From an optimization exercise on the open Yosys and OpenROAD flow, aimed at small area and a short achievable clock period; shortcuts taken in it are not production practice.
RTL that was checked went through simulation tests only; none was proved equivalent to the original.
Only the layout flow was run in runs 1 and 2; the RTL was not checked for function there.
Power is estimated from default activity; no workload was simulated.

[design/flow/constraint.sdc]
create_clock -name core_clock -period 14.0 [get_ports {CLK}]
set_input_delay 2.8000 -clock core_clock [delete_from_list [all_inputs] [get_ports {CLK}]]
set_output_delay 2.8000 -clock core_clock [all_outputs]
set_load 0.01 [all_outputs]
[design/flow/config.mk]
export PLATFORM = sky130hd
export DESIGN_NAME = RISC_TOY_SYS
export DESIGN_NICKNAME = RISC_TOY_SYS
export VERILOG_FILES = /design/flow/design.v
export SDC_FILE = /design/flow/constraint.sdc
export NUM_CORES = 8
export LEC_CHECK = 0
export CAP_MARGIN = 30
export CORE_MARGIN = 2
export CORE_UTILIZATION = 40
export SETUP_SLACK_MARGIN = 0.2
export SLEW_MARGIN = 30
[design/flow/flow/run.sh]
#!/bin/bash
# Own flow for RISC_TOY_SYS. Runs in the standard flow's work folder (design.v,
# config.mk, standard.sh, synth_recipe.tcl, flow/, out/).
#  1. design_gl.v: design.v with the register file's read selector (RFREAD)
#     replaced by a gate-level one (a222oi AND-OR tree, flow/gen_rfread.py);
#     it has no registers, so the registers are the standard synthesis's.
#  2. Synthesis is synth_recipe.tcl with the ABC pass called through a Tcl
#     proc (same script and arguments).
#  3. the standard layout (standard.sh) with small port buffers
#     (buf_2) instead of buffer_ports' default delay cells, and repair_timing
#     aimed below the clock period (the SDC is unchanged).
# Each tool's output goes to a log file of its own here.
set -euo pipefail
W=$(pwd)
python3 flow/gen_rfread.py "$W/rfread_gl.v" > gen_rfread.log 2>&1
python3 - "$W/design.v" "$W/rfread_gl.v" "$W/design_gl.v" > design_gl.log 2>&1 <<'PY'
import re, sys
src = open(sys.argv[1]).read()
gl = open(sys.argv[2]).read()
pat = re.compile(r"\bmodule\s+RFREAD\b.*?\bendmodule\b", re.S)
assert len(pat.findall(src)) == 1, "RFREAD not found exactly once"
open(sys.argv[3], "w").write(pat.sub("", src) + "\n" + gl)
print("design_gl.v written")
PY
{
  echo 'proc synth {args} { yosys synth -nofsm -noshare {*}$args }'
  echo 'proc abc {args} { yosys abc {*}$args }'
  tail -n +2 synth_recipe.tcl
} > my_synth.tcl
bash standard.sh \
  "VERILOG_FILES=$W/design_gl.v" \
  "SYNTH_SCRIPT=$W/my_synth.tcl" \
  "BUFFER_PORTS_ARGS=-buffer_cell sky130_fd_sc_hd__buf_2" \
  "SETUP_SLACK_MARGIN=8.2" \
  finish > standard_flow.log 2>&1
[design/flow/flow/gen_rfread.py]
#!/usr/bin/env python3
"""Writes flow/rfread_gl.v: a gate-level RFREAD (34-way one-hot AND-OR,
32 bits) from sky130hd cells, used by flow/run.sh in place of the RTL one."""
import sys
NT, W = 34, 32
P = "sky130_fd_sc_hd__"
o = []
o.append("// Generated by gen/gen_rfread.py: gate-level RFREAD for the own flow.")
o.append("module RFREAD (S, D, Y);")
o.append(f"  input [{NT-1}:0] S;")
o.append(f"  input [{NT*W-1}:0] D;")
o.append(f"  output [{W-1}:0] Y;")
for b in range(W):
    o.append(f"  wire [11:0] n{b};")
    o.append(f"  wire [2:0] p{b};")
    for g in range(11):
        t = [3*g, 3*g+1, 3*g+2]
        o.append(f"  {P}a222oi_1 a{b}_{g} (.A1(S[{t[0]}]), .A2(D[{t[0]*W+b}]), .B1(S[{t[1]}]), .B2(D[{t[1]*W+b}]), .C1(S[{t[2]}]), .C2(D[{t[2]*W+b}]), .Y(n{b}[{g}]));")
    o.append(f"  {P}nand2_1 x{b} (.A(S[33]), .B(D[{33*W+b}]), .Y(n{b}[11]));")
    for g in range(3):
        o.append(f"  {P}nand4_1 q{b}_{g} (.A(n{b}[{4*g}]), .B(n{b}[{4*g+1}]), .C(n{b}[{4*g+2}]), .D(n{b}[{4*g+3}]), .Y(p{b}[{g}]));")
    o.append(f"  {P}or3_1 r{b} (.A(p{b}[0]), .B(p{b}[1]), .C(p{b}[2]), .X(Y[{b}]));")
o.append("endmodule")
open(sys.argv[1] if len(sys.argv) > 1 else "rfread_gl.v", "w").write("\n".join(o) + "\n")
[design/flow/standard.sh]
#!/bin/bash
# synth_recipe.tcl (not shown) runs the flow's synth.tcl, then flattens the netlist and writes it again
# the make line also repeats each setting of config.mk as NAME=value (left out here)
make -C /OpenROAD-flow-scripts/flow DESIGN_CONFIG=/design/flow/config.mk WORK_HOME=/design/flow/orfs CLKGATE_MAP_FILE= SYNTH_SCRIPT=/design/flow/synth_recipe.tcl "${@:-finish}"
[design/flow/design.v]
module REGFILE (
    input  wire          CLK,
    input  wire          RSTN,
    input  wire          WE,
    input  wire [4:0]    WA,
    input  wire [31:0]   DI,
    output wire [1023:0] Q,         
    output wire [31:0]   VALID,     
    output wire [31:0]   CONSIG,
    output wire [31:0]   CONSIG_D    
);
    reg [31:0] r31;
    reg [30:0] valid;
    reg [31*32-1:0] rf;
    wire [31:0] wdec = WE ? (32'd1 << WA) : 32'd0;
    integer w;
    always @(posedge CLK) begin
        for (w = 0; w < 31; w = w + 1)
            if (wdec[w]) rf[w*32 +: 32] <= DI;
    end
    always @(posedge CLK or negedge RSTN) begin
        if (!RSTN) begin
            valid <= 31'd0;
            r31   <= 32'd0;
        end else begin
            valid <= valid | wdec[30:0];
            if (wdec[31]) r31 <= DI;
        end
    end
    assign Q      = {r31, rf};
    assign VALID  = {1'b1, valid};
    assign CONSIG = r31;
    assign CONSIG_D = wdec[31] ? DI : r31;
endmodule
module RFREAD (
    input  wire [33:0]      S,
    input  wire [34*32-1:0] D,
    output reg  [31:0]      Y
);
    integer k;
    always @(*) begin
        Y = 32'd0;
        for (k = 0; k < 34; k = k + 1)
            Y = Y | ({32{S[k]}} & D[k*32 +: 32]);
    end
endmodule
module RISC_TOY (
    input  wire        CLK,
    input  wire        RSTN,
    output wire        IREQ,
    output wire [29:0] IADDR,
    input  wire [31:0] INSTR,
    output wire        DREQ,
    output wire [1:0]  DRW,
    output wire [29:0] DADDR,
    output wire [31:0] DWDATA,
    output wire [31:0] CONSIG,
    output wire [31:0] CONSIG_D,
    input  wire [31:0] DRDATA
);
    reg [31:0] PC, PC_ID;
    reg        jump_d;               
    reg [31:0] RD1_EX, RD2_EX, IMM_EX;
    reg        RW_EX, DREQ_EX, LD_EX;                    
    reg        BAL_EX, BZ_EX, BNZ_EX, BPOS_EX, BNEG_EX;   
    reg        DRW0_EX, LDRES_EX, LINK_EX, BRL_EX, USEIMM_EX;
    reg [4:0]  RAC_EX;
    reg [3:0]  SA_EX, SB_EX;         
    reg        SHREG_EX;             
    reg [4:0]  SHIMM_EX;
    reg        OP_ADD, OP_SUB, OP_NEG, OP_AND, OP_OR, OP_XOR, OP_NOT, OP_PASSB;
    reg        OP_SHL, OP_LSR, OP_ASR, OP_ROR;
    reg [31:0] ALU_MEM, RD2_MEM;
    reg        RW_MEM, DREQ_MEM;                         
    reg [1:0]  DRW_MEM;
    reg [4:0]  RAC_MEM;
    reg        LDRES_MEM, LINK_MEM;
    reg [31:0] WBVAL;
    reg        RW_WB;                                    
    reg [4:0]  RAC_WB;
    reg        LD_WB;
    wire [31:0] RESULT_WB = LD_WB ? DRDATA : WBVAL;
    wire [4:0] op = INSTR[31:27];
    wire [4:0] fa = INSTR[26:22];
    wire [4:0] fb = INSTR[21:17];
    wire [4:0] fc = INSTR[16:12];
    wire isADD  = op == 5'b00000;
    wire isADDI = op == 5'b00001;
    wire isSUB  = op == 5'b00010;
    wire isNEG  = op == 5'b00011;
    wire isNOT  = op == 5'b00100;
    wire isAND  = op == 5'b00101;
    wire isANDI = op == 5'b00110;
    wire isOR   = op == 5'b00111;
    wire isORI  = op == 5'b01000;
    wire isXOR  = op == 5'b01001;
    wire isLSR  = op == 5'b01010;
    wire isASR  = op == 5'b01011;
    wire isSHL  = op == 5'b01100;
    wire isROR  = op == 5'b01101;
    wire isMOVI = op == 5'b01110;
    wire isJ    = op == 5'b01111;
    wire isJL   = op == 5'b10000;
    wire isBR   = op == 5'b10001;
    wire isBRL  = op == 5'b10010;
    wire isST   = op == 5'b10011;
    wire isSTR  = op == 5'b10100;
    wire isLD   = op == 5'b10101;
    wire isLDR  = op == 5'b10110;
    wire isLDIP = op == 5'b10111;
    wire isSTIP = op == 5'b11000;
    wire regwrite = isADD | isADDI | isSUB | isNEG | isNOT | isAND | isANDI | isOR |
                    isORI | isXOR | isLSR | isASR | isSHL | isROR | isMOVI | isJL |
                    isBRL | isLD | isLDR;
    wire memreq   = isST | isSTR | isLD | isLDR | isLDIP | isSTIP;
    wire isload   = isLD | isLDR | isLDIP;                   
    wire drw0     = isLDIP | isSTIP;                         
    wire branch   = isBR | isBRL;
    wire jump     = isJ | isJL;
    wire pcrel    = isLDR | isSTR;
    wire useimm   = isADDI | isANDI | isORI | isMOVI | isJ | isJL | isST | isSTR |
                    isLD | isLDR | isLDIP | isSTIP;
    wire [4:0] ra_ID = isSTR ? 5'd0 : (isNEG | isNOT) ? fc : fb;
    wire [4:0] rb_ID = (isST | isSTR) ? fa : (isNEG | isNOT) ? 5'd0 : fc;
    wire taken;
    wire flush = taken | jump_d;
    wire hz    = LD_EX & (RAC_EX != 5'd0) & ((RAC_EX == ra_ID) | (RAC_EX == rb_ID));
    wire vld   = ~taken & ~jump_d & ~hz;     
    wire [31:0] sext17 = {{15{INSTR[16]}}, INSTR[16:0]};
    wire [31:0] zext17 = {15'd0, INSTR[16:0]};
    wire [31:0] sext22 = {{10{INSTR[21]}}, INSTR[21:0]};
    wire [31:0] zext22 = {10'd0, INSTR[21:0]};
    wire [31:0] P4_ID  = PC_ID + 32'd4;
    wire [31:0] target = P4_ID + sext22;
    reg [31:0] imm_ID;
    always @(*) begin
        if (jump)                      imm_ID = target;
        else if (isBRL)                imm_ID = PC_ID;
        else if (isST | isLD)          imm_ID = (fb == 5'b11111) ? zext17 : sext17;
        else if (isSTR | isLDR)        imm_ID = sext22;
        else if (isLDIP | isSTIP)      imm_ID = zext22;
        else                           imm_ID = sext17;
    end
    wire [1023:0] rf_q;
    wire [31:0]   rf_valid;
    REGFILE u_rf (
        .CLK(CLK), .RSTN(RSTN),
        .WE(RW_WB), .WA(RAC_WB), .DI(RESULT_WB),
        .Q(rf_q), .VALID(rf_valid),
        .CONSIG(CONSIG), .CONSIG_D(CONSIG_D)
    );
    wire fwd1 = RW_WB & (RAC_WB != 5'd0) & (RAC_WB == ra_ID);
    wire fwd2 = RW_WB & (RAC_WB != 5'd0) & (RAC_WB == rb_ID);
    wire [31:0] dec1 = (32'd1 << ra_ID) & rf_valid;
    wire [31:0] dec2 = (32'd1 << rb_ID) & rf_valid;
    wire [33:0] sel1 = pcrel ? 34'h200000000 : fwd1 ? 34'h100000000 : {2'b00, dec1};
    wire [33:0] sel2 = isJL  ? 34'h200000000 : fwd2 ? 34'h100000000 : {2'b00, dec2};
    wire [31:0] RD1_ID, RD2_ID;
    RFREAD u_rd1 (.S(sel1), .D({PC_ID, RESULT_WB, rf_q}), .Y(RD1_ID));
    RFREAD u_rd2 (.S(sel2), .D({P4_ID, RESULT_WB, rf_q}), .Y(RD2_ID));
    wire fmA = RW_EX  & (RAC_EX  != 5'd0) & (RAC_EX  == ra_ID);
    wire fwA = RW_MEM & (RAC_MEM != 5'd0) & (RAC_MEM == ra_ID);
    wire fmB = RW_EX  & (RAC_EX  != 5'd0) & (RAC_EX  == rb_ID);
    wire fwB = RW_MEM & (RAC_MEM != 5'd0) & (RAC_MEM == rb_ID);
    wire zeroA = (fb == 5'b11111);
    wire [3:0] sa_ID = pcrel ? 4'b0001 :
                       zeroA ? 4'b0000 :
                       fmA   ? 4'b0010 :
                       fwA   ? (LDRES_MEM ? 4'b1000 : 4'b0100) : 4'b0001;
    wire [3:0] sb_ID = isJL  ? 4'b0001 :
                       fmB   ? 4'b0010 :
                       fwB   ? (LDRES_MEM ? 4'b1000 : 4'b0100) : 4'b0001;
    wire [31:0] A_EX;
    wire [31:0] PCp4 = PC + 32'd4;
    wire [31:0] pc_base = (hz & ~jump_d) ? PC : (jump & ~jump_d) ? target : PCp4;
    wire [31:0] pc_next = taken ? A_EX : pc_base;
    always @(posedge CLK or negedge RSTN) begin
        if (!RSTN) begin
            PC     <= 32'd0;
            PC_ID  <= 32'd0;
            jump_d <= 1'b0;
        end else begin
            PC     <= pc_next;
            PC_ID  <= flush ? 32'd0 : hz ? PC_ID : PC;
            jump_d <= jump & ~flush;
        end
    end
    assign IREQ  = RSTN ? 1'b1 : 1'b0;
    assign IADDR = PC[29:0];
    wire [2:0] bc = INSTR[2:0];
    always @(posedge CLK or negedge RSTN) begin
        if (!RSTN) begin
            RW_EX   <= 1'b0;
            DREQ_EX <= 1'b0;
            LD_EX   <= 1'b0;
            BAL_EX  <= 1'b0;
            BZ_EX   <= 1'b0;
            BNZ_EX  <= 1'b0;
            BPOS_EX <= 1'b0;
            BNEG_EX <= 1'b0;
        end else begin
            RW_EX   <= vld & regwrite;
            DREQ_EX <= vld & memreq;
            LD_EX   <= vld & isload;
            BAL_EX  <= vld & branch & (bc == 3'b001);
            BZ_EX   <= vld & branch & (bc == 3'b010);
            BNZ_EX  <= vld & branch & (bc == 3'b011);
            BPOS_EX <= vld & branch & (bc == 3'b100);
            BNEG_EX <= vld & branch & (bc == 3'b101);
        end
    end
    always @(posedge CLK) begin
        RD1_EX    <= RD1_ID;
        RD2_EX    <= RD2_ID;
        IMM_EX    <= imm_ID;
        RAC_EX    <= fa;
        DRW0_EX   <= drw0;
        LDRES_EX  <= isload;
        LINK_EX   <= isJL | isBRL;
        BRL_EX    <= isBRL;
        USEIMM_EX <= useimm;
        SA_EX     <= sa_ID;
        SB_EX     <= sb_ID;
        SHREG_EX  <= INSTR[5];
        SHIMM_EX  <= INSTR[4:0];
        OP_ADD    <= isADD | isADDI | isST | isSTR | isLD | isLDR;
        OP_SUB    <= isSUB;
        OP_NEG    <= isNEG;
        OP_AND    <= isAND | isANDI;
        OP_OR     <= isOR | isORI;
        OP_XOR    <= isXOR;
        OP_NOT    <= isNOT;
        OP_PASSB  <= isMOVI | isJL | branch | isLDIP | isSTIP;
        OP_SHL    <= isSHL;
        OP_LSR    <= isLSR;
        OP_ASR    <= isASR;
        OP_ROR    <= isROR;
    end
    wire [31:0] A  = ({32{SA_EX[0]}} & RD1_EX)  | ({32{SA_EX[1]}} & ALU_MEM) |
                     ({32{SA_EX[2]}} & WBVAL)   | ({32{SA_EX[3]}} & DRDATA);
    wire [31:0] R2 = ({32{SB_EX[0]}} & RD2_EX)  | ({32{SB_EX[1]}} & ALU_MEM) |
                     ({32{SB_EX[2]}} & WBVAL)   | ({32{SB_EX[3]}} & DRDATA);
    wire [31:0] B  = USEIMM_EX ? IMM_EX : R2;
    assign A_EX = A;
    wire r2z = (R2 == 32'd0);
    assign taken = BAL_EX | (BZ_EX & r2z) | (BNZ_EX & ~r2z) |
                   (BPOS_EX & ~R2[31]) | (BNEG_EX & R2[31]);
    wire [31:0] X   = A ^ {32{OP_NEG}};
    wire [31:0] Y   = (B & {32{~OP_NEG}}) ^ {32{OP_SUB}};
    wire [31:0] SUM = X + Y + {31'd0, OP_SUB | OP_NEG};
    wire [4:0] sh = SHREG_EX ? R2[4:0] : SHIMM_EX;
    function [31:0] rev32;
        input [31:0] v;
        integer i;
        begin
            for (i = 0; i < 32; i = i + 1) rev32[i] = v[31-i];
        end
    endfunction
    wire [31:0] SX = OP_SHL ? rev32(A) : A;
    wire [31:0] RR = (({SX, SX}) >> sh);
    wire [31:0] MK = 32'hFFFFFFFF >> sh;
    wire [31:0] T  = RR & MK;
    wire [31:0] SHR = T | ({32{OP_ASR & A[31]}} & ~MK);
    wire [31:0] alu =
        ({32{OP_ADD | OP_SUB | OP_NEG}} & SUM) |
        ({32{OP_AND}}   & (A & B)) |
        ({32{OP_OR}}    & (A | B)) |
        ({32{OP_XOR}}   & (A ^ B)) |
        ({32{OP_NOT}}   & ~A) |
        ({32{OP_PASSB}} & B) |
        ({32{OP_SHL}}   & rev32(T)) |
        ({32{OP_LSR | OP_ASR}} & SHR) |
        ({32{OP_ROR}}   & RR);
    always @(posedge CLK or negedge RSTN) begin
        if (!RSTN) begin
            RW_MEM   <= 1'b0;
            DREQ_MEM <= 1'b0;
        end else begin
            RW_MEM   <= RW_EX;
            DREQ_MEM <= DREQ_EX;
        end
    end
    always @(posedge CLK) begin
        ALU_MEM   <= alu;
        RD2_MEM   <= BRL_EX ? IMM_EX : R2;
        DRW_MEM   <= {LD_EX, DRW0_EX};
        RAC_MEM   <= RAC_EX;
        LDRES_MEM <= LDRES_EX;
        LINK_MEM  <= LINK_EX;
    end
    assign DREQ   = DREQ_MEM;
    assign DRW    = DRW_MEM;
    assign DADDR  = ALU_MEM[29:0];
    assign DWDATA = RD2_MEM;
    always @(posedge CLK or negedge RSTN) begin
        if (!RSTN) RW_WB <= 1'b0;
        else       RW_WB <= RW_MEM;
    end
    always @(posedge CLK) begin
        WBVAL  <= LINK_MEM ? RD2_MEM : ALU_MEM;
        RAC_WB <= RAC_MEM;
        LD_WB  <= LDRES_MEM;
    end
endmodule
module MAC10 (
    input  wire [9:0] acc,
    input  wire [3:0] a,
    input  wire [3:0] b,
    output wire [9:0] s
);
    wire t1 = acc[1] ^ (a[0] & b[1]) ^ (a[1] & b[0]);
    wire t2 = (acc[1] & (a[0] & b[1])) | (acc[1] & (a[1] & b[0])) | ((a[0] & b[1]) & (a[1] & b[0]));
    wire t3 = acc[2] ^ (a[0] & b[2]) ^ (a[1] & b[1]);
    wire t4 = (acc[2] & (a[0] & b[2])) | (acc[2] & (a[1] & b[1])) | ((a[0] & b[2]) & (a[1] & b[1]));
    wire t5 = acc[3] ^ (a[1] & b[2]) ^ (a[2] & b[1]);
    wire t6 = (acc[3] & (a[1] & b[2])) | (acc[3] & (a[2] & b[1])) | ((a[1] & b[2]) & (a[2] & b[1]));
    wire t7 = ~(a[3] & b[0]) ^ ~(a[0] & b[3]);
    wire t8 = ~(a[3] & b[0]) & ~(a[0] & b[3]);
    wire t9 = acc[4] ^ (a[2] & b[2]) ^ ~(a[3] & b[1]);
    wire t10 = (acc[4] & (a[2] & b[2])) | (acc[4] & ~(a[3] & b[1])) | ((a[2] & b[2]) & ~(a[3] & b[1]));
    wire t11 = ~(a[1] & b[3]) ^ 1'b1;
    wire t12 = ~(a[1] & b[3]) & 1'b1;
    wire t13 = acc[5] ^ ~(a[3] & b[2]) ^ ~(a[2] & b[3]);
    wire t14 = (acc[5] & ~(a[3] & b[2])) | (acc[5] & ~(a[2] & b[3])) | (~(a[3] & b[2]) & ~(a[2] & b[3]));
    wire t15 = t2 ^ t3 ^ (a[2] & b[0]);
    wire t16 = (t2 & t3) | (t2 & (a[2] & b[0])) | (t3 & (a[2] & b[0]));
    wire t17 = t4 ^ t5 ^ t7;
    wire t18 = (t4 & t5) | (t4 & t7) | (t5 & t7);
    wire t19 = t6 ^ t8 ^ t9;
    wire t20 = (t6 & t8) | (t6 & t9) | (t8 & t9);
    wire t21 = t10 ^ t12 ^ t13;
    wire t22 = (t10 & t12) | (t10 & t13) | (t12 & t13);
    wire t23 = t14 ^ acc[6] ^ (a[3] & b[3]);
    wire t24 = (t14 & acc[6]) | (t14 & (a[3] & b[3])) | (acc[6] & (a[3] & b[3]));
    wire t25 = t18 ^ t19 ^ t11;
    wire t26 = (t18 & t19) | (t18 & t11) | (t19 & t11);
    wire t27 = t24 ^ acc[7] ^ 1'b1;
    wire t28 = (t24 & acc[7]) | (t24 & 1'b1) | (acc[7] & 1'b1);
    wire t29 = t26 ^ t20 ^ t21;
    wire t30 = (t26 & t20) | (t26 & t21) | (t20 & t21);
    wire t31 = t28 ^ acc[8] ^ 1'b1;
    wire t32 = (t28 & acc[8]) | (t28 & 1'b1) | (acc[8] & 1'b1);
    wire t33 = t30 ^ t22 ^ t23;
    wire t34 = (t30 & t22) | (t30 & t23) | (t22 & t23);
    wire t35 = t32 ^ acc[9] ^ 1'b1;
    wire t36 = (t32 & acc[9]) | (t32 & 1'b1) | (acc[9] & 1'b1);
    wire [9:0] x = {t35, t31, t34, t33, t29, t25, t16, t15, t1, acc[0]};
    wire [9:0] y = {1'b0, 1'b0, t27, 1'b0, 1'b0, 1'b0, t17, 1'b0, 1'b0, (a[0] & b[0])};
    assign s = x + y;
endmodule
module CUSTOM_IP (
    input  wire        CLK,
    input  wire        RSTN,
    input  wire [31:0] IPIN,
    input  wire [31:0] CON,
    input  wire [31:0] CON_D,    
    output wire [31:0] IPOUT
);
    wire start_bit = CON[2];
    wire is_3x3    = CON[0];
    wire init_bit  = CON[1];
    reg        receiving_enable, computing_enable;
    reg [2:0]  cnt;
    reg [4:0]  exec_cnt;
    reg        clr_mac, update_ready;
    reg [1:0]  mac_enable;
    reg        last_start_bit;
    reg        zrows;
    reg [15:0] buf0, buf1, buf2, buf3, buf4, buf5, buf6, buf7;
    wire start_evt = start_bit & ~last_start_bit & ~receiving_enable & ~computing_enable;
    always @(posedge CLK or negedge RSTN) begin
        if (!RSTN) begin
            receiving_enable <= 1'b0;
            computing_enable <= 1'b0;
            cnt              <= 3'd0;
            exec_cnt         <= 5'd0;
            clr_mac          <= 1'b0;
            update_ready     <= 1'b0;
            mac_enable       <= 2'b00;
            last_start_bit   <= 1'b0;
            zrows            <= 1'b0;
        end else begin
            last_start_bit <= start_bit;
            if (init_bit) begin
                receiving_enable <= 1'b0;
                computing_enable <= 1'b0;
                cnt              <= 3'd0;
                exec_cnt         <= 5'd0;
            end
            if (start_evt) begin
                receiving_enable <= 1'b1;
                cnt              <= 3'd1;
                zrows            <= 1'b0;
            end else if (receiving_enable) begin
                if (cnt == 3'd7) begin
                    receiving_enable <= 1'b0;
                    cnt              <= 3'd0;
                    computing_enable <= 1'b1;
                    exec_cnt         <= 5'd0;
                    if (init_bit) zrows <= 1'b1;
                end else begin
                    cnt <= cnt + 3'd1;
                end
            end
            if (computing_enable && !init_bit) begin
                exec_cnt <= exec_cnt + 5'd1;
                if (exec_cnt == 5'd0) begin
                    clr_mac      <= 1'b1;
                    update_ready <= 1'b1;
                    mac_enable   <= is_3x3 ? 2'b01 : 2'b11;
                end else if (exec_cnt == 5'd1) begin
                    clr_mac <= 1'b0;
                end else if (exec_cnt > 5'd12) begin
                    computing_enable <= 1'b0;
                    update_ready     <= 1'b0;
                    mac_enable       <= 2'b00;
                    exec_cnt         <= 5'd0;
                end
            end else if (init_bit) begin
                clr_mac      <= 1'b1;
                update_ready <= 1'b1;
                mac_enable   <= is_3x3 ? 2'b01 : 2'b11;
            end else begin
                clr_mac      <= 1'b0;
                update_ready <= 1'b0;
                mac_enable   <= 2'b00;
            end
        end
    end
    wire [15:0] wdata = (is_3x3 && receiving_enable && (cnt == 3'd3 || cnt == 3'd7)) ? 16'd0 : IPIN[15:0];
    wire [7:0]  wrow  = start_evt ? 8'd1 : receiving_enable ? (8'd1 << cnt) : 8'd0;
    always @(posedge CLK) begin
        if (wrow[0]) buf0 <= wdata;
        if (wrow[1]) buf1 <= wdata;
        if (wrow[2]) buf2 <= wdata;
        if (wrow[3]) buf3 <= wdata;
        if (wrow[4]) buf4 <= wdata;
        if (wrow[5]) buf5 <= wdata;
        if (wrow[6]) buf6 <= wdata;
        if (wrow[7]) buf7 <= wdata;
    end
    wire [15:0] zm = {16{~zrows}};
    wire [15:0] row [0:7];
    assign row[0] = buf0 & zm;
    assign row[1] = buf1 & zm;
    assign row[2] = buf2 & zm;
    assign row[3] = buf3 & zm;
    assign row[4] = buf4 & zm;
    assign row[5] = buf5 & zm;
    assign row[6] = buf6 & zm;
    assign row[7] = buf7;
    wire [13:0] d;
    genvar ge;
    generate
        for (ge = 0; ge < 14; ge = ge + 1) begin : g_dec
            assign d[ge] = computing_enable & (exec_cnt == ge);
        end
    endgenerate
    reg [3:0] a_in_row [0:3];
    reg [3:0] b_in_col [0:3];
    integer r, c, t;
    always @(*) begin
        for (r = 0; r < 4; r = r + 1) begin
            a_in_row[r] = 4'd0;
            for (t = 0; t < 4; t = t + 1)
                if (d[r + t + 2] && !(is_3x3 && (r == 3 || t == 3)))
                    a_in_row[r] = a_in_row[r] | row[r][t*4 +: 4];
        end
        for (c = 0; c < 4; c = c + 1) begin
            b_in_col[c] = 4'd0;
            for (t = 0; t < 4; t = t + 1)
                if (d[c + t + 2] && !(is_3x3 && c == 3))
                    b_in_col[c] = b_in_col[c] | row[4 + t][c*4 +: 4];
        end
    end
    reg  [63:0]  a_q, b_q;
    reg  [159:0] acc_q;
    reg  [1:0]   gvalid;
    wire [63:0]  pa, pb;
    wire [15:0]  en;
    wire [159:0] acc_d;
    genvar gi, gj;
    generate
        for (gi = 0; gi < 4; gi = gi + 1) begin : g_i
            for (gj = 0; gj < 4; gj = gj + 1) begin : g_j
                localparam integer N = gi * 4 + gj;
                wire [9:0] macs;
                assign en[N] = (gi == 3 || gj == 3) ? mac_enable[1] : mac_enable[0];
                if (gj == 0) begin : g_a0
                    assign pa[N*4 +: 4] = a_in_row[gi];
                end else begin : g_a1
                    assign pa[N*4 +: 4] = a_q[(N-1)*4 +: 4];
                end
                if (gi == 0) begin : g_b0
                    assign pb[N*4 +: 4] = b_in_col[gj];
                end else begin : g_b1
                    assign pb[N*4 +: 4] = b_q[(N-4)*4 +: 4];
                end
                MAC10 u_mac (.acc(acc_q[N*10 +: 10]), .a(pa[N*4 +: 4]), .b(pb[N*4 +: 4]), .s(macs));
                assign acc_d[N*10 +: 10] = clr_mac ? 10'd0 : macs;
            end
        end
    endgenerate
    integer m;
    always @(posedge CLK or negedge RSTN) begin
        if (!RSTN) begin
            a_q <= 64'd0;
            b_q <= 64'd0;
        end else begin
            for (m = 0; m < 16; m = m + 1)
                if (en[m]) begin
                    a_q[m*4 +: 4] <= pa[m*4 +: 4];
                    b_q[m*4 +: 4] <= pb[m*4 +: 4];
                end
        end
    end
    integer q;
    always @(posedge CLK) begin
        for (q = 0; q < 16; q = q + 1)
            if (en[q] & update_ready) acc_q[q*10 +: 10] <= acc_d[q*10 +: 10];
    end
    always @(posedge CLK or negedge RSTN) begin
        if (!RSTN) gvalid <= 2'b00;
        else       gvalid <= gvalid | (mac_enable & {2{update_ready & clr_mac}});
    end
    wire [1:0]  gvalid_d = gvalid | (mac_enable & {2{update_ready & clr_mac}});
    wire [3:0]  sel_d    = {CON_D[7:6], CON_D[5:4]};
    wire        selg_d   = (CON_D[7:6] == 2'd3) | (CON_D[5:4] == 2'd3);
    wire        on_d     = CON_D[8] & gvalid_d[selg_d];
    reg  [15:0] rsel;
    always @(posedge CLK or negedge RSTN) begin
        if (!RSTN) rsel <= 16'd0;
        else       rsel <= on_d ? (16'd1 << sel_d) : 16'd0;
    end
    reg [9:0] cval;
    integer s;
    always @(*) begin
        cval = 10'd0;
        for (s = 0; s < 16; s = s + 1)
            cval = cval | ({10{rsel[s]}} & acc_q[s*10 +: 10]);
    end
    assign IPOUT = {{22{cval[9]}}, cval};
endmodule
module RISC_TOY_SYS (
    input  wire          CLK,
    input  wire          RSTN,
    output wire          IREQ,
    output wire [29:0]   IADDR,
    input  wire [31:0]   INSTR,
    output wire          DREQ,
    output wire [1:0]    DRW,
    output wire [29:0]   DADDR,
    output wire [31:0]   DWDATA,
    input  wire [31:0]   DRDATA,
    output wire [31:0]   CONSIG,
    input  wire [31:0]   IPIN,
    output wire [31:0]   IPOUT
);
    wire [31:0] consig_d;    
    RISC_TOY u_core (
        .CLK    (CLK),
        .RSTN   (RSTN),
        .IREQ   (IREQ),
        .IADDR  (IADDR),
        .INSTR  (INSTR),
        .DREQ   (DREQ),
        .DRW    (DRW),
        .DADDR  (DADDR),
        .DWDATA (DWDATA),
        .CONSIG (CONSIG),
        .CONSIG_D (consig_d),
        .DRDATA (DRDATA)
    );
    CUSTOM_IP u_ip (
        .CLK    (CLK),
        .RSTN   (RSTN),
        .IPIN   (IPIN),
        .CON    (CONSIG),
        .CON_D  (consig_d),
        .IPOUT  (IPOUT)
    );
endmodule
==> impl_metrics.tcl, run 1 <==
set metrics [dict create \
    cts_root_buf "clkbuf_16" \
    arrival_ns 7.11 \
    clock_sinks 1791 \
    rsz0062_at_grt "yes" \
    synth.distinct_cells 96 \
    layout-drive-gt1-share_pct 18.6 \
    cts_tree "built" \
    fin_nets 8659 \
    critPathSlowestCell "nand4_1" \
    vias_per_cell 6.94 \
    fp.dieW_um 487 \
    synth-seq-cells 1791 \
    slew_violations 0 \
    synth-seq-area-share_pct 53.5 \
    ir_drop_mv 0.132 \
    wl_per_cell_um 37.4 \
    syn_avg_cell_area_um2 12.1 \
    setup-violations-final 0 \
    synth_nets 8270 \
    path_clk_slew_ns 0.07 \
    antenna_left 0 \
    finalPower_w 0.0180 \
    crit_chain "buf_12, and3b_2, o21ai_4, buf_12, mux2i_4, nor2_4, xnor2_2, o2111ai_2, o211ai_1, buf_4, nor2_4, and3_4, buf_12, a222oi_1, nand4_1, or3_4" \
    die-area_um2 237000 \
    drc 0 \
    crit_path_start_kind "input port" \
    grt_max_degree 145 \
    clk_latency_ns 0.92 \
    area_growth_pct 16.1 \
    antenna_found_initial 67 \
    p_leak_nw 40.3 \
    postCtsHoldBufs 0 \
    syn_area_um2 93400 \
    wl_mm 424 \
    grt_pass1_wl_mm 562 \
    design.core.area_um2 232000 \
    path_max_fanout 7 \
    multi_input_area_um2 42200 \
    vias 78700 \
    gr-total-overflow 0 \
    dp_worst_setup_slack_ns 6.00 \
    maxSlewHeadroom_pct 9.08 \
    fin_ws_ns 7.67 \
    fill_cells 20700 \
    critPathMaxStageDelay_ns 0.70 \
    place_area_um2 98300 \
    ys_warn_count 5 \
    tns_ns 0 \
    final_area_um2 108000 \
    worstMarginPinSlew_ns 1.36 \
    fmax_ghz 0.158 \
    dp_hpwl_mm 270 \
    maxCapViolCount 0 \
    seq_area_um2 50000 \
    synth_edf_count 1280 \
    track_usage_pct 33.3 \
    end_kind "flip-flop" \
    clock_path_buffers 3 \
    firstDrtPassIters 15 \
    finClkSkew_ns 0.138 \
    status "finished clean" \
    numCtsBuffers 190 \
    initial_core_util_pct 40.2 \
    netlist_instances 7711 \
    final_common_cell "edfxtp_1" \
    most-common-layout-cells "edfxtp_1, a222oi_1, nand2_1" \
    port-buffer-count 241 \
    crit_top_cell "buf_12" \
    grt_pass1_vias 72000 \
    rows 177 \
    synthFlopType "edfxtp_1" \
    cts_htree_levels 4 \
    async_flop_share_pct 15.0 \
    place_congestion 1.00 \
    post-route-min-period_ns 6.33 \
    fin_crit_sh_pct 45.2 \
    hold_violations 0 \
    critPathKind "in2reg" \
    hp-class "reg2reg" \
    power_density_nw_per_um2 166 \
    worstPathRequired_ns 14.78 \
    drt_iter0_drc 16000 \
    die_h_um 487 \
    io_pins 258 \
]
## what timing repair did
item / CTS / global route
endpoints found under the setup margin: 185 / 143
pin swaps: 78 / 194
cloned: 21 / 29
gates resized for setup: 157 / 212
setup buffers: 57 / 93
## worst max-delay path: cells and delay by family
family | cells | cell delay (ns)
AOI/OAI and AO/OA | 4 | 1.05
muxes | 1 | 0.20
and+or+nand+nor | 6 | 2.20
buffers and inverters | 4 | 0.67
xor gates and xnor gates | 1 | 0.17
## kinds of logic after synthesis
group / Yosys count / share of synthesized area, %
flops: 1791 / 53.5
simple gates: 2079 / 10.8
compound gates: 1908 / 16.5
fa+ha+maj: 461 / 7.87
xor+xnor: 317 / 2.99
mux: 365 / 4.58
buf+inv: 790 / 3.71
## power breakdown
| group | leakage (nW) | switching, W | internal, W |
|---|---|---|---|
| clock | 3.19 | 0.00228 | 0.00306 |
| combinational | 20.0 | 0.00351 | 0.00171 |
| sequential | 17.2 | 0.000898 | 0.00659 |
## synthesized netlist by cell type, types with 52 or more instances
master       n  area, um2
a21oi_1    227       1140
a221oi_1    85        744
a222oi_1   721       7220
a22o_1      87        762
a22oi_1    161       1210
a31oi_1     85        532
and2_1     125        782
and3_1     106        663
buf_4      119        893
clkbuf_1   217        815
dfrtp_1    268       6710
dfxtp_1    243       4860
edfxtp_1  1280      38400
fa_1       211       4220
ha_1       250       3130
inv_1      378       1420
mux2_2     236       2660
mux2i_1    101       1010
nand2_1    636       2390
nand3_1    115        576
nand4_1    233       1460
nor2_1     477       1790
nor2b_1     76        475
nor3_1      67        335
o211ai_1    52        390
o21ai_0    200       1000
or3_1       92        576
xnor2_1    187       1640
xor2_1     129       1130
## state kept, by name (all words and copies together) (netlist names), 32 cells and up
register / count
u_core.u_rf.rf: 992
u_ip.acc_q: 160
u_ip.a_q: 48
u_ip.b_q: 48
u_core.ALU_MEM: 32
u_core.IMM_EX: 32
u_core.PC: 32
u_core.PC_ID: 32
u_core.RD1_EX: 32
u_core.RD2_EX: 32
u_core.RD2_MEM: 32
u_core.WBVAL: 32
u_core.u_rf.r31: 32
## cell type report
| class | count | share of cell area (%) |
|---|---|---|
| antenna | 33 | 0.0761 |
| clock buffer | 272 | 4.93 |
| clock inverter | 88 | 1.19 |
| inverter | 397 | 1.40 |
| multi-input combinational | 5173 | 38.9 |
| sequential | 1791 | 46.1 |
| tap | 3043 | 3.51 |
| timing repair buffer | 547 | 3.91 |
## per-stage QoR
step	hold WS (ns)	cells	util (%)
finish	0.253	11300	46.7
global route	0.246	11300	46.7
CTS	0.239	11200	45.8
detailed placement	0.314	10800	42.3
global placement	0.314	10700	42.3
floorplan	0.310	7711	-
## worst paths after layout
| kind | startpoint | end | cells after the start | slack (ns) |
|---|---|---|---|---|
| max | INSTR[29] | u_core.RD1_EX[29] | 16 | 7.67 |
| min | u_core.LDRES_EX | u_core.LDRES_MEM | 0 | 0.25 |
| max reg2reg | u_ip.exec_cnt[4] | u_ip.acc_q[129] | 19 | 8.46 |
| min reg2reg | u_core.LDRES_EX | u_core.LDRES_MEM | 0 | 0.25 |
| max in group asynchronous | RSTN | u_core.PC_ID[21] | 6 | 8.79 |
| min in group asynchronous | RSTN | u_core.u_rf.r31[1] | 1 | 1.86 |
## layer usage
metal / vias up / wire length (um) / share of wire (%) / global-route usage [%]
li1: 31500 / - / - / -
met1: 39400 / 157000 / 37 / 44.3
met2: 6392 / 174000 / 41 / 47.4
met3: 1352 / 58700 / 14 / 10.1
met4: 36 / 33600 / 7.9 / 20.7
met5: - / 251 / 0.059 / 0
==> run 2: changes to the inputs <==
--- a/design/flow/config.mk
+++ b/design/flow/config.mk
@@ -7,6 +7,7 @@
 export LEC_CHECK = 0
 export CAP_MARGIN = 30
 export CORE_MARGIN = 2
-export CORE_UTILIZATION = 40
+export CORE_UTILIZATION = 55
+export CTS_BUF_LIST = sky130_fd_sc_hd__clkbuf_4 sky130_fd_sc_hd__clkbuf_8
 export SETUP_SLACK_MARGIN = 0.2
 export SLEW_MARGIN = 30
==> run 2 against run 1 <==
Still clean. Final cell count is 6.0% lower. Synthesized cell count unchanged. Clock power down 7.1%. Critical endpoint is now u_core.RD1_EX[30]. Largest cell class unchanged.
==> impl_metrics.tcl, run 2 <==
set metrics [dict create \
    status "finished clean" \
    multi_input_area_um2 41500 \
    vias_per_cell 7.23 \
    synth.distinct_cells 96 \
    crit_top_cell "buf_6" \
    critPathSlowestCell "nand4_1" \
    vias 77200 \
    largest_reg_flops 992 \
    numCtsBuffers 320 \
    tns_ns 0 \
    crit_family "simple AND/OR/NAND/NOR gates" \
    path_clk_slew_ns 0.06 \
    async_flop_share_pct 15.0 \
    syn_area_um2 93400 \
    synth_nets 8270 \
    slew_violations 0 \
    cp.buffers_inverters 5 \
    synthFlopType "edfxtp_1" \
    power_density_nw_per_um2 164 \
    reg.largest.list "u_core.u_rf.rf (992), u_ip.acc_q (160)" \
    io_pins 258 \
    critPathKind "in2reg" \
    path_max_fanout 10 \
    ir_drop_mv 0.147 \
    track_usage_pct 43.5 \
    clk_latency_ns 1.12 \
    cts_htree_levels 5 \
    antenna_left 0 \
    largest_register "u_core.u_rf.rf" \
    fp.dieW_um 416 \
    grt_max_degree 145 \
    clock_sinks 1791 \
    cts_root_buf "clkbuf_8" \
    synth-seq-cells 1791 \
    synthTopCellsByArea "edfxtp_1, a222oi_1, dfrtp_1" \
    cts_tree "built" \
    maxCapViolCount 0 \
    hold_violations 0 \
    fin_crit_sh_pct 44.0 \
    worstMarginPinSlew_ns 1.31 \
    seq_area_um2 50000 \
    fill_cells 13400 \
    synth_common_cells "edfxtp_1, a222oi_1, nand2_1" \
    arrival_ns 7.12 \
    rows 151 \
    post-route-min-period_ns 6.16 \
    synth_top_area_cell "edfxtp_1" \
    postCtsHoldBufs 0 \
    die-area_um2 173000 \
    critPathMaxStageDelay_ns 0.90 \
    firstDrtPassIters 14 \
    fmax_ghz 0.162 \
    hp-class "reg2reg" \
    clock_path_buffers 4 \
    layout-drive-gt1-share_pct 18.9 \
    grt_pass1_vias 72200 \
    crit_chain "buf_16, nor3b_4, buf_6, o21ai_4, buf_12, mux2i_4, nor2_2, and4_1, o2111ai_2, o211ai_1, buf_4, nor2_4, and3_4, buf_6, a222oi_1, nand4_1, or3_1" \
    wl_mm 392 \
    initial_core_util_pct 55.2 \
    worstPathRequired_ns 14.96 \
    maxSlewHeadroom_pct 12.4 \
    final_common_cell "edfxtp_1" \
    place_area_um2 97100 \
    crit_path_start_kind "input port" \
    p_leak_nw 39.9 \
    fin_nets 8707 \
    die_h_um 416 \
    port-buffer-count 241 \
    power.switching_w 0.00638 \
    seq_power_share_pct 43.4 \
    netlist_instances 7711 \
    dp_hpwl_mm 252 \
    antenna_found_initial 65 \
    setup-violations-final 0 \
    p_comb_share_pct 28.0 \
    ys_warn_count 5 \
    final_area_um2 106000 \
    place_congestion 1.03 \
    area_growth_pct 13.1 \
    finClkSkew_ns 0.0761 \
    syn_avg_cell_area_um2 12.1 \
    synth_edf_count 1280 \
    gr-total-overflow 0 \
    synth-seq-area-share_pct 53.5 \
    yosysMostFrequentCell "edfxtp_1" \
    p_clk_share_pct 28.6 \
    drc 0 \
    p_sw_share_pct 36.8 \
    design.core.area_um2 169000 \
    rsz0062_at_grt "yes" \
    most-common-layout-cells "edfxtp_1, a222oi_1, nand2_1" \
    drt_iter0_drc 14100 \
    internal_power_w 0.0109 \
    synth_top_area_share_pct 41.2 \
    end_kind "flip-flop" \
    grt_pass1_wl_mm 536 \
    wl_per_cell_um 36.7 \
]
## run 2: metrics by stage
step / hold WS (ns) / power [W] / worst slack [ns] / instances / util, %
detailed placement: 0.314 / 0.0121 / 6.15 / 9899 / 57.4
floorplan: 0.310 / 0.0101 / 8.05 / 7711 / -
CTS: 0.328 / 0.0170 / 8.14 / 10500 / 61.7
global route: 0.346 / 0.0179 / 7.96 / 10700 / 62.5
global placement: 0.311 / 0.0120 / 6.15 / 9898 / 57.4
finish: 0.326 / 0.0173 / 7.84 / 10700 / 62.5
## run 2: final timing paths
kind                                   from                  end  slack, ns  cells past startpoint
max                               INSTR[28]    u_core.RD1_EX[30]       7.84                     17
min                          u_core.DRW0_EX    u_core.DRW_MEM[0]       0.33                      0
max reg2reg                u_ip.exec_cnt[4]       u_ip.acc_q[39]       8.42                     19
min reg2reg                  u_core.DRW0_EX    u_core.DRW_MEM[0]       0.33                      0
max in group asynchronous              RSTN  u_core.u_rf.r31[28]      10.11                      6
min in group asynchronous              RSTN         u_ip.b_q[16]       1.64                      1
## run 2: layer usage
metal / global-route usage, % / routed length [um]
met5: 0.0278 / 97
met4: 31.5 / 35300
met2: 64.7 / 169000
met3: 13.1 / 52100
met1: 54.2 / 135000
## run 2: timing repair
action / CTS / global route
buffers inserted: 35 / 70
cloned: 23 / 13
hold endpoints to repair: 0 / 0
pin swaps: 47 / 98
gates resized for setup: 79 / 111
endpoints found under the setup margin: 119 / 86
## run 2: area by class of cell
cell class,instances,area share (%)
flip-flops and latches,1791,47.3
multi-input cells,5163,39.3
clock buffers,478,5.54
repair buffers,475,3.18
well taps,2218,2.63
inverters,397,1.41
clock inverters,86,0.462
diodes,60,0.142
## run 2: kinds of logic after synthesis
family	count (synthesis)	synth area share, %
xor+xnor	317	2.99
compound gates	1908	16.5
simple gates	2079	10.8
fa+ha+maj	461	7.87
buf+inv	790	3.71
flops	1791	53.5
mux	365	4.58
## run 2: power by group through the flow
stage	logic [W]	registers (W)	clock network [W]
floorplan	0.00307	0.00703	0
global placement	0.00446	0.00752	0
detailed placement	0.00454	0.00753	0
CTS	0.00460	0.00745	0.00497
global route	0.00514	0.00752	0.00520
finish	0.00485	0.00752	0.00495
==> run 3: changes to the inputs <==
--- a/design/flow/design.v
+++ b/design/flow/design.v
@@ -63,9 +63,10 @@
     reg [31:0] RD1_EX, RD2_EX, IMM_EX;
     reg        RW_EX, DREQ_EX, LD_EX;                    
     reg        BAL_EX, BZ_EX, BNZ_EX, BPOS_EX, BNEG_EX;   
-    reg        DRW0_EX, LDRES_EX, LINK_EX, BRL_EX, USEIMM_EX;
+    reg        DRW0_EX, LDRES_EX, LINK_EX, BRL_EX;
     reg [4:0]  RAC_EX;
     reg [3:0]  SA_EX, SB_EX;         
+    reg [4:0]  SBB_EX;               
     reg        SHREG_EX;             
     reg [4:0]  SHIMM_EX;
     reg        OP_ADD, OP_SUB, OP_NEG, OP_AND, OP_OR, OP_XOR, OP_NOT, OP_PASSB;
@@ -120,11 +121,24 @@
     wire pcrel    = isLDR | isSTR;
     wire useimm   = isADDI | isANDI | isORI | isMOVI | isJ | isJL | isST | isSTR |
                     isLD | isLDR | isLDIP | isSTIP;
-    wire [4:0] ra_ID = isSTR ? 5'd0 : (isNEG | isNOT) ? fc : fb;
-    wire [4:0] rb_ID = (isST | isSTR) ? fa : (isNEG | isNOT) ? 5'd0 : fc;
+    wire nn  = isNEG | isNOT;
+    wire stx = isST | isSTR;
+    function mA;    
+        input [4:0] R;
+        input nn_, str_;
+        input [4:0] fb_, fc_;
+        mA = ~str_ & (nn_ ? (fc_ == R) : (fb_ == R));
+    endfunction
+    function mB;    
+        input [4:0] R;
+        input nn_, stx_;
+        input [4:0] fa_, fc_;
+        mB = stx_ ? (fa_ == R) : (~nn_ & (fc_ == R));
+    endfunction
     wire taken;
     wire flush = taken | jump_d;
-    wire hz    = LD_EX & (RAC_EX != 5'd0) & ((RAC_EX == ra_ID) | (RAC_EX == rb_ID));
+    wire hz    = LD_EX & (RAC_EX != 5'd0) &
+                 (mA(RAC_EX, nn, isSTR, fb, fc) | mB(RAC_EX, nn, stx, fa, fc));
     wire vld   = ~taken & ~jump_d & ~hz;     
     wire [31:0] sext17 = {{15{INSTR[16]}}, INSTR[16:0]};
     wire [31:0] zext17 = {15'd0, INSTR[16:0]};
@@ -149,19 +163,24 @@
         .Q(rf_q), .VALID(rf_valid),
         .CONSIG(CONSIG), .CONSIG_D(CONSIG_D)
     );
-    wire fwd1 = RW_WB & (RAC_WB != 5'd0) & (RAC_WB == ra_ID);
-    wire fwd2 = RW_WB & (RAC_WB != 5'd0) & (RAC_WB == rb_ID);
-    wire [31:0] dec1 = (32'd1 << ra_ID) & rf_valid;
-    wire [31:0] dec2 = (32'd1 << rb_ID) & rf_valid;
-    wire [33:0] sel1 = pcrel ? 34'h200000000 : fwd1 ? 34'h100000000 : {2'b00, dec1};
-    wire [33:0] sel2 = isJL  ? 34'h200000000 : fwd2 ? 34'h100000000 : {2'b00, dec2};
+    wire fwd1 = RW_WB & (RAC_WB != 5'd0) & mA(RAC_WB, nn, isSTR, fb, fc);
+    wire fwd2 = RW_WB & (RAC_WB != 5'd0) & mB(RAC_WB, nn, stx, fa, fc);
+    wire [31:0] decfa = 32'd1 << fa;
+    wire [31:0] decfb = 32'd1 << fb;
+    wire [31:0] decfc = 32'd1 << fc;
+    wire [31:0] wbm   = RW_WB ? ((32'd1 << RAC_WB) & 32'hFFFFFFFE) : 32'd0;
+    wire [31:0] rmask = rf_valid & ~wbm;
+    wire [31:0] dec1  = (nn ? decfc : decfb) & rmask;
+    wire [31:0] dec2  = (stx ? decfa : nn ? 32'd0 : decfc) & rmask;
+    wire [33:0] sel1 = {pcrel, ~pcrel & fwd1, {32{~pcrel}} & dec1};
+    wire [33:0] sel2 = {isJL,  ~isJL & fwd2,  {32{~isJL}} & dec2};
     wire [31:0] RD1_ID, RD2_ID;
     RFREAD u_rd1 (.S(sel1), .D({PC_ID, RESULT_WB, rf_q}), .Y(RD1_ID));
     RFREAD u_rd2 (.S(sel2), .D({P4_ID, RESULT_WB, rf_q}), .Y(RD2_ID));
-    wire fmA = RW_EX  & (RAC_EX  != 5'd0) & (RAC_EX  == ra_ID);
-    wire fwA = RW_MEM & (RAC_MEM != 5'd0) & (RAC_MEM == ra_ID);
-    wire fmB = RW_EX  & (RAC_EX  != 5'd0) & (RAC_EX  == rb_ID);
-    wire fwB = RW_MEM & (RAC_MEM != 5'd0) & (RAC_MEM == rb_ID);
+    wire fmA = RW_EX  & (RAC_EX  != 5'd0) & mA(RAC_EX,  nn, isSTR, fb, fc);
+    wire fwA = RW_MEM & (RAC_MEM != 5'd0) & mA(RAC_MEM, nn, isSTR, fb, fc);
+    wire fmB = RW_EX  & (RAC_EX  != 5'd0) & mB(RAC_EX,  nn, stx, fa, fc);
+    wire fwB = RW_MEM & (RAC_MEM != 5'd0) & mB(RAC_MEM, nn, stx, fa, fc);
     wire zeroA = (fb == 5'b11111);
     wire [3:0] sa_ID = pcrel ? 4'b0001 :
                        zeroA ? 4'b0000 :
@@ -218,9 +237,9 @@
         LDRES_EX  <= isload;
         LINK_EX   <= isJL | isBRL;
         BRL_EX    <= isBRL;
-        USEIMM_EX <= useimm;
         SA_EX     <= sa_ID;
         SB_EX     <= sb_ID;
+        SBB_EX    <= isNEG ? 5'd0 : useimm ? 5'b10000 : {1'b0, sb_ID};
         SHREG_EX  <= INSTR[5];
         SHIMM_EX  <= INSTR[4:0];
         OP_ADD    <= isADD | isADDI | isST | isSTR | isLD | isLDR;
@@ -240,13 +259,15 @@
                      ({32{SA_EX[2]}} & WBVAL)   | ({32{SA_EX[3]}} & DRDATA);
     wire [31:0] R2 = ({32{SB_EX[0]}} & RD2_EX)  | ({32{SB_EX[1]}} & ALU_MEM) |
                      ({32{SB_EX[2]}} & WBVAL)   | ({32{SB_EX[3]}} & DRDATA);
-    wire [31:0] B  = USEIMM_EX ? IMM_EX : R2;
+    wire [31:0] B  = ({32{SBB_EX[0]}} & RD2_EX)  | ({32{SBB_EX[1]}} & ALU_MEM) |
+                     ({32{SBB_EX[2]}} & WBVAL)   | ({32{SBB_EX[3]}} & DRDATA) |
+                     ({32{SBB_EX[4]}} & IMM_EX);
     assign A_EX = A;
     wire r2z = (R2 == 32'd0);
     assign taken = BAL_EX | (BZ_EX & r2z) | (BNZ_EX & ~r2z) |
                    (BPOS_EX & ~R2[31]) | (BNEG_EX & R2[31]);
     wire [31:0] X   = A ^ {32{OP_NEG}};
-    wire [31:0] Y   = (B & {32{~OP_NEG}}) ^ {32{OP_SUB}};
+    wire [31:0] Y   = B ^ {32{OP_SUB}};    
     wire [31:0] SUM = X + Y + {31'd0, OP_SUB | OP_NEG};
     wire [4:0] sh = SHREG_EX ? R2[4:0] : SHIMM_EX;
     function [31:0] rev32;
--- a/design/flow/flow/run.sh
+++ b/design/flow/flow/run.sh
@@ -31,5 +31,5 @@
   "VERILOG_FILES=$W/design_gl.v" \
   "SYNTH_SCRIPT=$W/my_synth.tcl" \
   "BUFFER_PORTS_ARGS=-buffer_cell sky130_fd_sc_hd__buf_2" \
-  "SETUP_SLACK_MARGIN=8.2" \
+  "SETUP_SLACK_MARGIN=8.5" \
   finish > standard_flow.log 2>&1
--- a/design/flow/config.mk
+++ b/design/flow/config.mk
@@ -8,6 +8,7 @@
 export CAP_MARGIN = 30
 export CORE_MARGIN = 2
 export CORE_UTILIZATION = 55
-export CTS_BUF_LIST = sky130_fd_sc_hd__clkbuf_4 sky130_fd_sc_hd__clkbuf_8
+export CTS_CLUSTER_DIAMETER = 150
+export CTS_CLUSTER_SIZE = 20
 export SETUP_SLACK_MARGIN = 0.2
 export SLEW_MARGIN = 30
==> run 3 against run 2 <==
Area after synthesis up 1.1%. Non-clock buffer count up 56. Via count up 0.30%. Sequential share of layout area up 0.68 points. Combinational power down 6.4%. Utilization down 1.5 points.
==> impl_metrics.tcl, run 3 <==
set metrics [dict create \
    finClkSkew_ns 0.0517 \
    place_area_um2 98800 \
    synth-seq-area-share_pct 53.0 \
    fin_nets 8667 \
    wl_mm 384 \
    critPathKind "in2out" \
    yosysMostFrequentCell "edfxtp_1" \
    area_growth_pct 10.5 \
    clock_sinks 1795 \
    largest_register "u_core.u_rf.rf" \
    dp_hpwl_mm 258 \
    synth_nets 8463 \
    synth_common_cells "edfxtp_1, a222oi_1, nand2_1" \
    seq_area_um2 50100 \
    maxCapViolCount 0 \
    postCtsHoldBufs 0 \
    firstDrtPassIters 14 \
    maxSlewHeadroom_pct 30.5 \
    rsz0062_at_grt "yes" \
    synth-seq-cells 1795 \
    die-area_um2 175000 \
    gr-total-overflow 0 \
    synthTopCellsByArea "edfxtp_1, a222oi_1, dfrtp_1" \
    critPathSlowestCell "buf_16" \
    cp.buffers_inverters 2 \
    arrival_ns 3.05 \
    place_congestion 1.00 \
    status "finished clean" \
    crit_path_start_kind "input port" \
    critPathMaxStageDelay_ns 0.12 \
    layout-drive-gt1-share_pct 15.5 \
    drc 0 \
    wl_per_cell_um 36.6 \
    syn_avg_cell_area_um2 11.9 \
    grt_pass1_vias 71200 \
    path_clk_slew_ns 0.08 \
    track_usage_pct 42.6 \
    reg.largest.list "u_core.u_rf.rf (992), u_ip.acc_q (160)" \
    grt_pass1_wl_mm 531 \
    fp.dieW_um 418 \
    end_kind "output port" \
    setup-violations-final 0 \
    synthFlopType "edfxtp_1" \
    cts_htree_levels 3 \
    async_flop_share_pct 14.9 \
    drt_iter0_drc 14900 \
    fill_cells 13800 \
    hold_violations 0 \
    synth_edf_count 1280 \
    syn_area_um2 94400 \
    crit_chain "buf_16, buf_6" \
    vias_per_cell 7.37 \
    design.core.area_um2 171000 \
    power_density_nw_per_um2 145 \
    multi_input_area_um2 42700 \
    worstPathRequired_ns 11.20 \
    final_area_um2 104000 \
    cts_root_buf "clkbuf_16" \
    synth_top_area_share_pct 40.7 \
    antenna_left 0 \
    slew_violations 0 \
    path_max_fanout 3 \
    die_h_um 418 \
    numCtsBuffers 101 \
    vias 77400 \
    port-buffer-count 241 \
    netlist_instances 7904 \
    initial_core_util_pct 55.2 \
    worstMarginPinSlew_ns 1.04 \
    synth_top_area_cell "edfxtp_1" \
    most-common-layout-cells "edfxtp_1, a222oi_1, nand2_1" \
    antenna_found_initial 65 \
    clk_latency_ns 0.82 \
    ys_warn_count 5 \
    cts_tree "built" \
    crit_family "buffers and inverters" \
    synth.distinct_cells 92 \
    fin_crit_sh_pct 41.8 \
    final_common_cell "edfxtp_1" \
    fin_hold_ws_ns 0.332 \
    hp-class "reg2reg" \
    tns_ns 0 \
    largest_reg_flops 992 \
    clock_path_buffers 3 \
    io_pins 258 \
    ir_drop_mv 0.127 \
    fmax_ghz 0.171 \
    grt_max_degree 152 \
    rows 152 \
    post-route-min-period_ns 5.85 \
    p_leak_nw 38.1 \
]
-- run 3: changes by cell type after synthesis, moves of 24 or more --
cell / delta
a21oi_1: +27
a222oi_1: +33
a22o_1: -30
a22oi_1: +63
and3_1: -64
buf_1: +24
inv_1: +34
nor2_1: -37
nor3_1: +95
o21ai_0: +36
-- run 3: report_power, final --
group / total (W) / switching, W / internal (W)
Combinational: 0.00454 / 0.00302 / 0.00152
Clock: 0.00324 / 0.00183 / 0.00141
Sequential: 0.00737 / 0.000835 / 0.00654
-- run 3: final timing paths --
path                                        from             endpoint  slack (ns)  depth (start not counted)
worst max-delay path                        RSTN                 IREQ        8.15                          2
max in group asynchronous                   RSTN  u_core.u_rf.r31[20]        9.63                          5
min in group asynchronous                   RSTN   u_ip.mac_enable[1]        1.97                          1
worst min register to register    u_core.LINK_EX      u_core.LINK_MEM        0.33                          0
worst min-delay path              u_core.LINK_EX      u_core.LINK_MEM        0.33                          0
worst max register to register  u_ip.exec_cnt[2]      u_ip.acc_q[128]        8.68                         22
-- run 3: metrics by stage --
step	power [W]	util [%]	cells	setup WS (ns)
after floorplan	0.00979	-	7904	8.27
after global placement	0.0115	57.7	10100	6.61
after detailed placement	0.0116	57.7	10100	6.57
after CTS	0.0148	60.1	10400	8.15
after global routing	0.0156	61.0	10500	8.15
final	0.0152	61.0	10500	8.15
-- run 3: layout make-up --
| class | count | share of cell area [%] |
|---|---|---|
| inverters | 419 | 1.56 |
| well taps | 2233 | 2.68 |
| repair buffers | 531 | 3.78 |
| clock buffers | 181 | 2.73 |
| clock inverters | 10 | 0.180 |
| diodes | 67 | 0.161 |
| flip-flops and latches | 1795 | 48.0 |
| multi-input cells | 5260 | 40.9 |
-- run 3: per-layer routing --
metal	track usage, %	wire length (um)
met1	56.1	137000
met2	63.2	167000
met3	9.93	49800
met4	28.2	30800
met5	0	138
-- run 3: logic make-up after synthesis --
family | synth area share, %
buffers and inverters | 3.96
DFF | 53.0
and+or+nand+nor | 10.9
AOI/OAI and AO/OA | 17.0
muxes | 4.25
adders and majority gates | 7.78
xor gates and xnor gates | 3.06
-- run 3: what timing repair did --
item,4_1_cts,5_1_grt
gates resized for setup,160,148
cloned,6,5
setup buffers,31,67
setup endpoints to repair,211,148
pin swaps,36,71
==> run 4: changes to the inputs <==
==> design/flow/config.mk (replaced) <==
export PLATFORM = sky130hd
export DESIGN_NAME = RISC_TOY_SYS
export DESIGN_NICKNAME = RISC_TOY_SYS
export VERILOG_FILES = /design/flow/design.v
export SDC_FILE = /design/flow/constraint.sdc
export NUM_CORES = 8
export LEC_CHECK = 0
export CAP_MARGIN = 20
export CORE_MARGIN = 2
export CORE_UTILIZATION = 55
export CTS_CLUSTER_DIAMETER = 100
export CTS_CLUSTER_SIZE = 24
export SETUP_SLACK_MARGIN = 0.2
export SLEW_MARGIN = 20
==> run 4 against run 3 <==
Still clean on timing, DRC and antenna. Sequential share of layout area up 0.14 points. Hold slack gained 0.0028 ns. Total power down 0.81%. First-iteration DRC count increased by 0.27%. Combinational power hardly changed. Fmax hardly changed. Area after synthesis stayed put. Clock power is 3% lower. Via count shrank 0.80%. Largest power group unchanged.
==> impl_metrics.tcl, run 4 <==
set metrics [dict create \
    status "finished clean" \
    netlist_instances 7904 \
    final_cell_count_no_fill 10500 \
    reg.largest.list "u_core.u_rf.rf (992), u_ip.acc_q (160)" \
    track_usage_pct 42.7 \
    ir_drop_mv 0.138 \
    syn_area_um2 94400 \
    holdCritStartpoint "u_core.DRW0_EX" \
    vias 76800 \
    synthFlopType "edfxtp_1" \
    clk_latency_ns 0.83 \
    most-common-layout-cells "edfxtp_1, a222oi_1, nand2_1" \
    end_kind "output port" \
    vias_per_cell 7.32 \
    cts_tree "built" \
    wl_per_cell_um 36.6 \
    grt-busiest-layer "met2" \
    synth-seq-area-share_pct 53.0 \
    fmax_ghz 0.171 \
    slew_violations 0 \
    final_area_um2 104000 \
    synth.distinct_cells 92 \
    port-buffer-count 241 \
    clock_path_buffers 3 \
    groute.layer.met3.usage_pct 11.1 \
    antenna_found_initial 60 \
    p_leak_nw 38.0 \
    rsz0062_at_grt "yes" \
    hold_violations 0 \
    grtUsageMet1_pct 55.6 \
    maxSlewHeadroom_pct 19.5 \
    drt_iter0_drc 15000 \
    place_area_um2 98700 \
    syn_avg_cell_area_um2 11.9 \
    wl_mm 384 \
    synth_top_area_share_pct 40.7 \
    firstDrtPassIters 15 \
    worstPathRequired_ns 11.20 \
    grt_max_degree 152 \
    tns_ns 0 \
    numCtsBuffers 90 \
    worstMarginPinSlew_ns 1.21 \
    rows 152 \
    design.core.area_um2 171000 \
    gr-total-overflow 0 \
    postCtsHoldBufs 0 \
    grt_pass1_wl_mm 532 \
    synth_nets 8463 \
    timing.rr.start "u_ip.exec_cnt[1]" \
    path_max_fanout 3 \
    cts_root_buf "clkbuf_16" \
    fin_nets 8650 \
    async_flop_share_pct 14.9 \
    antenna_left 0 \
    final_common_cell "edfxtp_1" \
    crit_family "buffers and inverters" \
    largest_reg_flops 992 \
    io_pins 258 \
    synth-seq-cells 1795 \
    path_clk_slew_ns 0.10 \
    grt_util_met2_pct 62.9 \
    finClkSkew_ns 0.0524 \
    die-area_um2 175000 \
    fp.dieW_um 418 \
    post-route-min-period_ns 5.85 \
    cp.buffers_inverters 2 \
    dp_cells 10100 \
    area_growth_pct 10.2 \
    drc 0 \
    hp-class "reg2reg" \
    power_density_nw_per_um2 144 \
    clock_sinks 1795 \
    cts_htree_levels 3 \
    synth_common_cells "edfxtp_1, a222oi_1, nand2_1" \
    synthTopCellsByArea "edfxtp_1, a222oi_1, dfrtp_1" \
    ys_warn_count 5 \
    grt_pass1_vias 71400 \
    arrival_ns 3.05 \
    die_h_um 418 \
    fin_crit_sh_pct 41.8 \
    setup-violations-final 0 \
    synth_top_area_cell "edfxtp_1" \
    layout-drive-gt1-share_pct 15.4 \
    critPathKind "in2out" \
    critPathMaxStageDelay_ns 0.12 \
    dp_hpwl_mm 257 \
    fin_hold_ws_ns 0.335 \
    critPathSlowestCell "buf_16" \
    critPathLaunch "RSTN" \
    largest_register "u_core.u_rf.rf" \
    crit_chain "buf_16, buf_6" \
    synth_edf_count 1280 \
    initial_core_util_pct 55.2 \
    place_congestion 1.00 \
    yosysMostFrequentCell "edfxtp_1" \
    crit_path_start_kind "input port" \
    maxCapViolCount 0 \
]
[run 4: cell types whose count changed in the layout (fill, tap and decap cells not counted), sizes merged, moves of 3 or more]
cell      previous run  this run
diode               67        80
inv                406       410
buf                519       516
clkbuf             187       149
clkinv              16        19
clkinvlp             7        12
[run 4: power by group]
part / internal, W / leakage (nW) / switching [W]
clock: 0.00130 / 1.35 / 0.00184
sequential: 0.00654 / 17.2 / 0.000833
combinational: 0.00151 / 19.5 / 0.00301
[run 4: area by class of cell]
type,instances,area (um2)
clock inverter,23,394
antenna,80,200
inverter,419,1620
clock buffer,146,2480
timing repair buffer,525,3840
sequential,1795,50100
tap,2233,2790
fill,13800,67100
multi-input combinational,5260,42600
[run 4: repair_timing]
action	CTS	global route
cloned	7	2
pin swaps	44	62
endpoints found under the setup margin	215	120
resized for setup	168	137
buffers inserted	38	58
[run 4: cells by family after synthesis]
kind of cell | Yosys count | share of synthesized area [%]
simple gates | 2109 | 10.9
compound gates | 2014 | 17.0
flops | 1795 | 53.0
buf+inv | 850 | 3.96
fa+ha+maj | 461 | 7.78
mux | 345 | 4.25
xor+xnor | 330 | 3.06
[run 4: per-stage QoR]
| stage | utilization [%] | power [W] | worst slack (ns) |
|---|---|---|---|
| after global routing | 60.8 | 0.0155 | 8.15 |
| after detailed placement | 57.7 | 0.0116 | 6.60 |
| after CTS | 60.1 | 0.0147 | 8.15 |
| after global placement | 57.7 | 0.0115 | 6.61 |
| final | 60.8 | 0.0150 | 8.15 |
| after floorplan | - | 0.00979 | 8.27 |
[run 4: worst paths after layout]
path / endpoint / slack, ns / cells after the start
hold reg to reg: u_core.DRW_MEM[0] / 0.34 / 0
setup / recovery: IREQ / 8.15 / 2
hold / removal: u_core.DRW_MEM[0] / 0.34 / 0
setup reg to reg: u_ip.acc_q[128] / 8.68 / 22
min in group asynchronous: u_ip.cnt[1] / 1.96 / 1
max in group asynchronous: u_core.u_rf.valid[15] / 9.64 / 5
[run 4: metal layers]
| layer | part of all wire, % | routed length [um] |
|---|---|---|
| met1 | 35 | 136000 |
| met5 | 0.018 | 69 |
| met3 | 13 | 50200 |
| met2 | 43 | 167000 |
| met4 | 8.1 | 31000 |

==> port drivers added, routing unchanged <==
Ports are ideal in the flow. The routed layouts listed here were re-timed in OpenROAD.
Step 1: set_driving_cell puts a clkbuf_16 on CLK and a buf_2 on each other input, an assumption about the parent block.
Step 2 adds t to the input delays and takes it off the output delays; t is the mean of the earliest and latest rising clock arrival at the registers after step 1. Input paths then give back, and output paths get back, about the clock's delay inside the block.
Slacks: ideal ports / drivers / drivers and shift; pairs: ideal ports / drivers.
run | t, ns | setup WS [ns] | slew at the worst register clock pin (ns) | pins driven straight from the clock port
run 1 | 0.954 | 7.670 / 7.685 / 6.731 | 0.07 / 0.07 | 1
run 2 | 1.164 | 7.841 / 7.749 / 6.584 | 0.07 / 0.07 | 1
run 3 | 0.881 | 8.150 / 7.911 / 7.419 | 0.10 / 0.10 | 1
run 4 | 0.888 | 8.153 / 7.918 / 7.306 | 0.11 / 0.11 | 1
After both steps every run listed still meets setup and hold. For run 2, which loses most, drivers alone change the setup slack by -0.092 ns; drivers and shift together by -1.257 ns.
